Background: an optimization exercise with open tools, aiming at small area, a short achievable clock period and few clock cycles per item. Do not read the settings as production practice.

Setup of birch:
==> module Data_Memory, before the edit <==
module Data_Memory(
    input CLK,
    input RST,
    input [4:0] Address,
    input [7:0] Write_Data,
    input MemWrite,
    output [7:0] Read_Data
    );
	reg [255:0] mem;
	wire [7:0] wd_lo = Write_Data & {8{~RST}};
	wire [7:0] wd_hi = Write_Data | {8{RST}};
	genvar i;
	generate
		for(i = 0; i < 32; i = i + 1) begin : word
			wire [7:0] init = (i < 16) ? i : (16 - i);
			wire       en   = RST | (MemWrite && Address == i);
			always @(posedge CLK) begin
				if(en) begin
					mem[8*i +: 8] <= (init & wd_hi) | (~init & wd_lo);
				end
			end
		end
	endgenerate
	assign Read_Data = mem[8*Address +: 8];
endmodule
==> module v7_Segment, before the edit <==
module v7_Segment(input [3:0] hex, output [6:0] seg); wire [3:0] h = hex;
assign seg[0] = ~((~h[3] & ~h[2] & ~h[1] & h[0]) | (~h[3] & h[2] & ~h[1] & ~h[0]) | (h[3] & ~h[2] & h[1] & h[0]) | (h[3] & h[2] & ~h[1] & h[0]));
assign seg[1] = ~((~h[3] & h[2] & ~h[1] & h[0]) | (h[3] & h[2] & ~h[0]) | (h[3] & h[1] & h[0]) | (h[2] & h[1] & ~h[0]));
assign seg[2] = ~((~h[3] & ~h[2] & h[1] & ~h[0]) | (h[3] & h[2] & h[1]) | (h[3] & h[2] & ~h[0]));
assign seg[3] = ~((~h[3] & ~h[2] & ~h[1] & h[0]) | (~h[3] & h[2] & ~h[1] & ~h[0]) | (h[3] & ~h[2] & h[1] & ~h[0]) | (h[2] & h[1] & h[0]));
assign seg[4] = ~((~h[3] & h[2] & ~h[1]) | (~h[3] & h[0]) | (~h[2] & ~h[1] & h[0]));
assign seg[5] = ~((~h[3] & ~h[2] & h[1]) | (~h[3] & ~h[2] & h[0]) | (~h[3] & h[1] & h[0]) | (h[3] & h[2] & ~h[1] & h[0]));
assign seg[6] = ~((~h[3] & ~h[2] & ~h[1]) | (~h[3] & h[2] & h[1] & h[0]) | (h[3] & h[2] & ~h[1] & ~h[0]));
endmodule
make LEC_CHECK=0 CAP_MARGIN=20 CORE_MARGIN=2 CORE_UTILIZATION=40 SETUP_SLACK_MARGIN=2 SLEW_MARGIN=20 finish   # period 6.0 ns
run.sh (not shown) runs the stock make flow with config.mk's settings and CLKGATE_MAP_FILE= SYNTH_SCRIPT=/design/flow/synth_recipe.tcl, a recipe that flattens the netlist after the stock synthesis.
> inputs changed (birch -> cedar)
-- flow/design.v --
<<< birch, line 174
	wire [7:0] wd_lo = Write_Data & {8{~RST}};
	wire [7:0] wd_hi = Write_Data | {8{RST}};
	genvar i;
	generate
		for(i = 0; i < 32; i = i + 1) begin : word
			wire [7:0] init = (i < 16) ? i : (16 - i);
			wire       en   = RST | (MemWrite && Address == i);
			always @(posedge CLK) begin
				if(en) begin
>>> cedar, line 174
	wire [7:0] wd_lo = Write_Data & {8{~RST}};
	wire [7:0] wd_hi = Write_Data | {8{RST}};
	wire [31:0] sel = 32'd1 << Address;
	genvar i;
	generate
		for(i = 0; i < 32; i = i + 1) begin : word
			wire [7:0] init = (i < 16) ? i : (16 - i);
			wire       en   = RST | (MemWrite & sel[i]);
			always @(posedge CLK) begin
				if(en) begin
<<< birch, line 186
		end
	endgenerate
	assign Read_Data = mem[8*Address +: 8];
endmodule
`timescale 1ns / 1ps
>>> cedar, line 187
		end
	endgenerate
	reg [7:0] rd;
	integer j;
	always @(*) begin
		rd = 8'd0;
		for(j = 0; j < 32; j = j + 1)
			rd = rd | (mem[8*j +: 8] & {8{sel[j]}});
	end
	assign Read_Data = rd;
endmodule
`timescale 1ns / 1ps
<<< birch, line 195
	assign OUT = (IN[1] == 1) ? 8'b11111100 + IN : 8'b00000000 + IN;
endmodule
module v7_Segment(input [3:0] hex, output [6:0] seg); wire [3:0] h = hex;
assign seg[0] = ~((~h[3] & ~h[2] & ~h[1] & h[0]) | (~h[3] & h[2] & ~h[1] & ~h[0]) | (h[3] & ~h[2] & h[1] & h[0]) | (h[3] & h[2] & ~h[1] & h[0]));
assign seg[1] = ~((~h[3] & h[2] & ~h[1] & h[0]) | (h[3] & h[2] & ~h[0]) | (h[3] & h[1] & h[0]) | (h[2] & h[1] & ~h[0]));
assign seg[2] = ~((~h[3] & ~h[2] & h[1] & ~h[0]) | (h[3] & h[2] & h[1]) | (h[3] & h[2] & ~h[0]));
assign seg[3] = ~((~h[3] & ~h[2] & ~h[1] & h[0]) | (~h[3] & h[2] & ~h[1] & ~h[0]) | (h[3] & ~h[2] & h[1] & ~h[0]) | (h[2] & h[1] & h[0]));
assign seg[4] = ~((~h[3] & h[2] & ~h[1]) | (~h[3] & h[0]) | (~h[2] & ~h[1] & h[0]));
assign seg[5] = ~((~h[3] & ~h[2] & h[1]) | (~h[3] & ~h[2] & h[0]) | (~h[3] & h[1] & h[0]) | (h[3] & h[2] & ~h[1] & h[0]));
assign seg[6] = ~((~h[3] & ~h[2] & ~h[1]) | (~h[3] & h[2] & h[1] & h[0]) | (h[3] & h[2] & ~h[1] & ~h[0]));
endmodule
`timescale 1ns / 1ps
>>> cedar, line 203
	assign OUT = (IN[1] == 1) ? 8'b11111100 + IN : 8'b00000000 + IN;
endmodule
`timescale 1ns / 1ps
module v7_Segment(
    input [3:0] hex,
    output reg [6:0] seg
    );
	always @(*) begin
		case(hex)
			4'b0000 : seg = 7'b0111111;
			4'b0001 : seg = 7'b0000110;
			4'b0010 : seg = 7'b1011011;
			4'b0011 : seg = 7'b1001111;
			4'b0100 : seg = 7'b1100110;
			4'b0101 : seg = 7'b1101101;
			4'b0110 : seg = 7'b1111101;
			4'b0111 : seg = 7'b0000111;
			4'b1000 : seg = 7'b1111111;
			4'b1001 : seg = 7'b1101111;
			4'b1010 : seg = 7'b1110111;
			4'b1011 : seg = 7'b1111100;
			4'b1100 : seg = 7'b0111001;
			4'b1101 : seg = 7'b1011110;
			4'b1110 : seg = 7'b1111001;
			4'b1111 : seg = 7'b1110001;
		endcase
	end
endmodule
`timescale 1ns / 1ps
## What came out
- Compared with birch, in cedar area used by sequential logic in the layout went up by 12%; critical path data required time went up by 200 ps; clock-buffer cell count went up by about 34%; number of maximum-capacitance constraint violations was more or less identical; growth of design area from synthesis to finish went up by 22 points.
- Across cedar and birch, the outcome is the same: a clean finish for every run.
- Taking birch as the reference, in cedar aggregate routed wire length has increased; top fanout value on the critical path has increased.
No functional check of the RTL was part of any run of this note.

[separate check: timing with driven ports]
The results above use ideal ports. As a check the final layouts listed here were re-extracted and re-timed, cells and wires unchanged. Step 1 assumes that a clkbuf_16 drives the clock port and a buf_2 every other input. Step 2 moves the port delays by t, midway between the first and last clock arrival at a register: inputs arrive t later, outputs are due t later. That takes back most of the time a late clock gives input paths. a / b / c = ideal ports / drivers / drivers and shift; a / b = the first two.
run	t, ns	slack for setup (ns)	clock arrival spread, ns	worst register clock-pin slew, ns
birch	0.627	1.801 / 1.801 / 1.174	0.015 / 0.016	0.07 / 0.07
cedar	0.623	1.030 / 1.052 / 0.429	0.035 / 0.035	0.07 / 0.07
After both steps every run listed still meets setup and hold. The setup slack of birch, which loses most, moves by 0.000 ns with the drivers and by -0.627 ns with both steps.
